What follows belongs to an exercise in optimizing a design on an open flow for small area; a production flow would make more cautious choices. Only simulation tests tie the RTL to the original design; equivalence was not proved. No driver is modelled on the clock port, so clocking that relies on it looks cheaper here than on a real chip.

v7:
==> flow/design.v <==
module STI_DAC(clk ,reset, load, pi_data, pi_length, pi_fill, pi_msb, pi_low, pi_end,
	       so_data, so_valid,
	       pixel_finish, pixel_dataout, pixel_addr,
	       pixel_wr);
input		clk, reset;
input		load, pi_msb, pi_low, pi_end;
input	[15:0]	pi_data;
input	[1:0]	pi_length;
input		pi_fill;
output		so_data;
output reg	so_valid;
output		pixel_finish;
output reg	pixel_wr;
output reg [7:0] pixel_addr;
output reg [7:0] pixel_dataout;
reg [4:0] k;
reg done;
wire [1:0] b = k[4:3];
wire last = (k[2:0] == 3'd7) && (b == pi_length);
wire df = ~(pi_fill ^ pi_msb);
reg zero, second;
always @(*) begin
	case (pi_length)
		2'd0: begin zero = 1'b0; second = 1'b0; end
		2'd1: begin zero = 1'b0; second = b[0]; end
		2'd2: begin zero = df ? b[1] : (b == 2'd0); second = df ? b[0] : ~b[0]; end
		default: begin zero = ~(df ^ b[1]); second = b[0]; end
	endcase
end
wire hi = (pi_length == 2'd0) ? pi_low : (pi_msb ^ second);
wire [2:0] ib = k[2:0] ^ {3{pi_msb}};
assign so_data = ~zero & pi_data[{hi, ib}];
assign pixel_finish = done | (pixel_wr & (&pixel_addr));
always @(posedge clk or posedge reset) begin
	if (reset) begin
		so_valid <= 1'b0;
		pixel_wr <= 1'b0;
		pixel_addr <= 8'd0;
		done <= 1'b0;
	end
	else begin
		so_valid <= so_valid ? ~last : load;
		pixel_wr <= so_valid ? (k[2:0] == 3'd7) : (pi_end & ~pixel_finish);
		pixel_addr <= pixel_addr + {7'd0, pixel_wr};
		done <= pixel_finish;
	end
end
always @(posedge clk) begin
	k <= so_valid ? k + 5'd1 : 5'd0;
	pixel_dataout <= so_valid ? {pixel_dataout[6:0], so_data} : 8'd0;
end
endmodule
clock: 5.0 ns
lec_check: 0
cap_margin: 20
core_margin: 2
core_utilization: 70
slew_margin: 20
standard.sh (not shown) runs the stock make flow with config.mk's settings and CLKGATE_MAP_FILE= SYNTH_SCRIPT=/design/flow/synth_recipe.tcl, a recipe that flattens the netlist after the stock synthesis.
==> flow/flow/run.sh <==
#!/bin/bash
# Standard ORFS layout, with these changes: the ABC step of the standard synthesis
# maps for area (flow/area.script), the port buffers are buf_1 cells, and the
# clock reaches the registers through a single buffer (flow/cts.tcl) instead of
# CTS's tree.
set -euo pipefail
W=$(pwd)
cat > "$W/area_synth.tcl" <<EOT
proc abc {args} {
  set i [lsearch -exact \$args -script]
  if {\$i >= 0} { lset args [expr {\$i + 1}] $W/flow/area.script }
  yosys abc {*}\$args
}
source $W/synth_recipe.tcl
EOT
export CLOCK_BUFFER_CELL=sky130_fd_sc_hd__clkbuf_8
bash standard.sh SYNTH_SCRIPT="$W/area_synth.tcl" \
  BUFFER_PORTS_ARGS="-buffer_cell sky130_fd_sc_hd__buf_1" \
  PRE_CTS_TCL="$W/flow/cts.tcl" finish > "$W/standard.log" 2>&1
==> flow/flow/area.script <==
strash
dc2
dch -f
amap -m
topo
==> flow/flow/cts.tcl <==
# Clock distribution in place of CTS's tree: one clock buffer, placed at the
# centre of the registers, drives every register's clock pin; the clock port
# drives only this buffer. cts.tcl then legalises it and repairs timing as usual.
set block [ord::get_db_block]
set xs 0
set ys 0
set n 0
foreach inst [$block getInsts] {
  if {[[$inst getMaster] isSequential]} {
    set b [$inst getBBox]
    set xs [expr {$xs + ([$b xMin] + [$b xMax]) / 2.0}]
    set ys [expr {$ys + ([$b yMin] + [$b yMax]) / 2.0}]
    incr n
  }
}
set dbu [$block getDbUnitsPerMicron]
set x [expr {$xs / $n / $dbu}]
set y [expr {$ys / $n / $dbu}]
insert_buffer -buffer_cell $::env(CLOCK_BUFFER_CELL) -net clk -location [list $x $y] \
  -buffer_name clkbuf_0_clk -net_name clknet_0_clk
[$block findNet clknet_0_clk] setSigType CLOCK
set_propagated_clock [all_clocks]
puts "clock buffer $::env(CLOCK_BUFFER_CELL) at $x $y drives $n registers"
proc clock_tree_synthesis {args} { puts "clock_tree_synthesis skipped: one clock buffer is in place" }
v7: it failed with a tool error in clock tree synthesis, so there are no final results.
diff inputs: v7 => v34
diff --git a/flow/flow/run.sh b/flow/flow/run.sh
--- a/flow/flow/run.sh
+++ b/flow/flow/run.sh
@@ -3,3 +3,2 @@
-# maps for area (flow/area.script), the port buffers are buf_1 cells, and the
-# clock reaches the registers through a single buffer (flow/cts.tcl) instead of
-# CTS's tree.
+# maps for area (flow/area.script), the port buffers are buf_1 cells, and CTS
+# uses the arguments below.
@@ -16 +14,0 @@
-export CLOCK_BUFFER_CELL=sky130_fd_sc_hd__clkbuf_8
@@ -19 +17 @@
-  PRE_CTS_TCL="$W/flow/cts.tcl" finish > "$W/standard.log" 2>&1
+  CTS_ARGS="-repair_clock_nets -dont_use_dummy_load -buf_list sky130_fd_sc_hd__clkbuf_16 -root_buf sky130_fd_sc_hd__clkbuf_16" finish > "$W/standard.log" 2>&1
removed: flow/flow/cts.tcl
--- outcome ---
- v34: PASS, flow complete, no timing, DRC or antenna violations
- Delta (v34 minus v7): post-DP HPWL stayed essentially flat; multiplexer share of the synthesized area stayed essentially flat.
- v7 -> v34: post-synthesis instance total flat
- From v7 to v34 the numbers moved as follows: post-synthesis sequential area ratio shows no meaningful change, synthesized area held, initial cell density of the core held steady, net count of the mapped netlist closely matched the old numbers, number of enable-type register cells in the synthesized netlist closely matched the old numbers.

-- static timing again, ports no longer ideal --
No port has a modelled driver above. Below, the same layout with a new extraction and two added sets of constraints.
Step 1: set_driving_cell puts a clkbuf_16 on clk and a buf_2 on each other input, an assumption about the parent block.
Step 2 times the ports against the registers' clock, not the clock port: input delays grow and output delays shrink by t, the midpoint of the rising clock arrivals with the driver on.
Slacks: no drivers / after step 1 / after step 2; pairs: no drivers / after step 1.
run: v34
shift t [ns]: 0.281
setup slack, ns: 0.892 / 0.871 / 0.871
worst hold slack (ns): 0.463 / 0.463 / 0.463
clock arrival spread, ns: 0.008 / 0.008
worst data-port slew with drivers (ns): 0.04
After both steps v34 still meets setup and hold. For v34, drivers alone change the setup slack by -0.021 ns; drivers and shift together by -0.021 ns.
